Background: an optimization exercise with open tools, aiming at small area and a short achievable clock period. Do not read the settings as production practice.
Only simulation tests tie the RTL to the original design; equivalence was not proved.

==> v33: inputs <==
Design fullchip, start of the top module:
module fullchip (clk, mem_in, inst, reset, out);
parameter col = 8;
parameter bw = 8;
parameter bw_psum = 2*bw+4;
parameter pr = 8;
input  clk;
input  [pr*bw-1:0] mem_in;
input  [16:0] inst;
input  reset;
output [bw_psum*col-1:0] out;
core core_instance (
      .reset(reset),
      .clk(clk),
      .mem_in(mem_in),
      .inst(inst),
      .out(out)
);
endmodule
==> module mac_col, before the edit <==
module mac_col (clk, reset, q_a, q_b, sel, q_out, load, load_next, out);
parameter col_id = 1;
parameter DUAL = 0;
parameter LAST = 0;
input  clk, reset;
input  [63:0] q_a;
input  [63:0] q_b;
input  sel;
output [63:0] q_out;
input  load;         
input  load_next;    
output [18:0] out;
reg  [3:0]   cnt_q;
reg          load_ready_q;
reg  [63:0]  key_q;
reg  [97:0] prod_q;
reg          cap_q;      
reg  [3:0]   cnt_n;
reg          load_ready_n;
wire [63:0]  q_in = (DUAL && !sel) ? q_b : q_a;
wire         capture = load && (cnt_q == 9 - col_id);
wire [97:0] prod_a;
mac_s1 mac_s1_a (.a(q_a), .b(key_q | ({64{cap_q}} & q_a)), .r(prod_a));
generate
  if (DUAL) begin : dual
    wire [97:0] prod_b;
    mac_s1 mac_s1_b (.a(q_b), .b(key_q | ({64{cap_q}} & q_b)), .r(prod_b));
    always @ (posedge clk)
      prod_q <= sel ? prod_a : prod_b;
  end
  else begin : single
    always @ (posedge clk)
      prod_q <= prod_a;
  end
endgenerate
mac_s2 mac_s2_instance (.r(prod_q), .out(out));
generate
  if (LAST) begin : no_query
    assign q_out = 64'd0;
  end
  else begin : query
    reg [63:0] query_q;
    always @ (posedge clk)
      query_q <= q_in;
    assign q_out = query_q;
  end
endgenerate
always @ (*) begin
  cnt_n = cnt_q;
  load_ready_n = load_ready_q;
  if (load) begin
    if (capture) begin
      cnt_n = 4'd0;
      load_ready_n = 1'b0;
    end
    else if (load_ready_q)
      cnt_n = cnt_q + 4'd1;
  end
end
always @ (posedge clk or posedge reset) begin
  if (reset) begin
    cnt_q <= 4'd0;
    load_ready_q <= 1'b1;
    cap_q <= 1'b0;
    key_q <= 64'd0;
  end
  else begin
    cnt_q <= cnt_n;
    load_ready_q <= load_ready_n;
    cap_q <= load_next && (cnt_n == 9 - col_id);
    if (capture)
      key_q <= q_in;
  end
end
endmodule
Settings: LEC_CHECK=0, ABC_CLOCK_PERIOD_IN_PS=4000, CAP_MARGIN=20, CORE_MARGIN=2, CORE_UTILIZATION=45, PLACE_DENSITY=0.6, SLEW_MARGIN=20; clock period 12.0 ns.
standard.sh (not shown) runs the stock make flow with config.mk's settings and CLKGATE_MAP_FILE= SYNTH_SCRIPT=/design/flow/synth_recipe.tcl, a recipe that flattens the netlist after the stock synthesis.
==> flow/flow/run.sh <==
#!/bin/bash
set -euo pipefail
sed '1s/-noshare/-noshare -noabc/' synth_recipe.tcl > my_synth.tcl
MARGIN=$(cat flow/margin.txt)
bash standard.sh SYNTH_SCRIPT=$PWD/my_synth.tcl SETUP_SLACK_MARGIN=$MARGIN finish > flow_make.log 2>&1
==> flow/flow/margin.txt <==
7.6
==> v4: changes against v33 <==
--- a/flow/design.v
+++ b/flow/design.v
@@ -139,3 +139,5 @@
 wire [97:0] prod_a;
-mac_s1 mac_s1_a (.a(q_a), .b(key_q | ({64{cap_q}} & q_a)), .r(prod_a));
+wire [63:0] key_in_force_a = ({64{!load_ready_q}} & key_q) | ({64{cap_q}} & q_a);
+wire [63:0] key_in_force_b = ({64{!load_ready_q}} & key_q) | ({64{cap_q}} & q_b);
+mac_s1 mac_s1_a (.a(q_a), .b(key_in_force_a), .r(prod_a));
 generate
@@ -143,5 +145,11 @@
     wire [97:0] prod_b;
-    mac_s1 mac_s1_b (.a(q_b), .b(key_q | ({64{cap_q}} & q_b)), .r(prod_b));
-    always @ (posedge clk)
-      prod_q <= sel ? prod_a : prod_b;
+    reg  [97:0] prod_b_q;
+    reg         sel_q;
+    mac_s1 mac_s1_b (.a(q_b), .b(key_in_force_b), .r(prod_b));
+    always @ (posedge clk) begin
+      prod_q <= prod_a;
+      prod_b_q <= prod_b;
+      sel_q <= sel;
+    end
+    mac_s2 mac_s2_instance (.r(sel_q ? prod_q : prod_b_q), .out(out));
   end
@@ -150,5 +158,5 @@
       prod_q <= prod_a;
+    mac_s2 mac_s2_instance (.r(prod_q), .out(out));
   end
 endgenerate
-mac_s2 mac_s2_instance (.r(prod_q), .out(out));
 generate
@@ -181,3 +189,2 @@
     cap_q <= 1'b0;
-    key_q <= 64'd0;
   end
@@ -187,6 +194,7 @@
     cap_q <= load_next && (cnt_n == 9 - col_id);
-    if (capture)
-      key_q <= q_in;
   end
 end
+always @ (posedge clk)
+  if (capture)
+    key_q <= q_in;
 endmodule
==> v25: changes against v33 <==
--- a/flow/design.v
+++ b/flow/design.v
@@ -139,3 +139,5 @@
 wire [97:0] prod_a;
-mac_s1 mac_s1_a (.a(q_a), .b(key_q | ({64{cap_q}} & q_a)), .r(prod_a));
+wire [63:0] key_in_force_a = ({64{!load_ready_q}} & key_q) | ({64{cap_q}} & q_a);
+wire [63:0] key_in_force_b = ({64{!load_ready_q}} & key_q) | ({64{cap_q}} & q_b);
+mac_s1 mac_s1_a (.a(q_a), .b(key_in_force_a), .r(prod_a));
 generate
@@ -143,5 +145,11 @@
     wire [97:0] prod_b;
-    mac_s1 mac_s1_b (.a(q_b), .b(key_q | ({64{cap_q}} & q_b)), .r(prod_b));
-    always @ (posedge clk)
-      prod_q <= sel ? prod_a : prod_b;
+    reg  [97:0] prod_b_q;
+    reg         sel_q;
+    mac_s1 mac_s1_b (.a(q_b), .b(key_in_force_b), .r(prod_b));
+    always @ (posedge clk) begin
+      prod_q <= prod_a;
+      prod_b_q <= prod_b;
+      sel_q <= sel;
+    end
+    mac_s2 mac_s2_instance (.r(sel_q ? prod_q : prod_b_q), .out(out));
   end
@@ -150,5 +158,5 @@
       prod_q <= prod_a;
+    mac_s2 mac_s2_instance (.r(prod_q), .out(out));
   end
 endgenerate
-mac_s2 mac_s2_instance (.r(prod_q), .out(out));
 generate
@@ -181,3 +189,2 @@
     cap_q <= 1'b0;
-    key_q <= 64'd0;
   end
@@ -187,6 +194,7 @@
     cap_q <= load_next && (cnt_n == 9 - col_id);
-    if (capture)
-      key_q <= q_in;
   end
 end
+always @ (posedge clk)
+  if (capture)
+    key_q <= q_in;
 endmodule
--- a/flow/config.mk
+++ b/flow/config.mk
@@ -10,4 +10,5 @@
 export CORE_MARGIN = 2
-export CORE_UTILIZATION = 45
-export PLACE_DENSITY = 0.6
+export CORE_UTILIZATION = 60
+export CTS_CLUSTER_SIZE = 30
+export PLACE_DENSITY = 0.72
 export SLEW_MARGIN = 20
==> comparison <==
The highest first-iteration DRC count belongs to v25, the lowest to v33.
In v33 the area after synthesis is larger than in v25, by about 0.5%.
Of v25 and v33, v25 has the higher core utilization (gap 18 points).
Worst setup slack: v25 is higher than v33 (0.093 ns).

-- re-timing with driven ports --
The flow's constraints put no driver on any port. The routed layouts listed below were extracted and timed again, unchanged, in two steps. Step 1, drivers: a clkbuf_16 drives clk and a buf_2 each remaining input, both assumed. Step 2 also shifts input and output timing later by t, the mid clock arrival at the registers, as if the neighbouring blocks saw the same clock. Slacks: ideal / step 1 / step 2; pairs: ideal / step 1.
run | shift t [ns] | slack for setup (ns) | worst setup path at the end | worst slew at a driven data input, ns | pins driven straight from the clock port
v33 | 1.228 | 7.063 / 7.063 / 6.511 | input to register | 0.22 | 1
v4 | 1.235 | 7.185 / 7.185 / 6.453 | input to register | 0.20 | 1
v25 | 1.254 | 7.156 / 7.156 / 6.473 | input to register | 0.22 | 1
After both steps every run listed still meets setup and hold. For v4, which loses most, drivers alone change the setup slack by 0.000 ns; drivers and shift together by -0.732 ns.
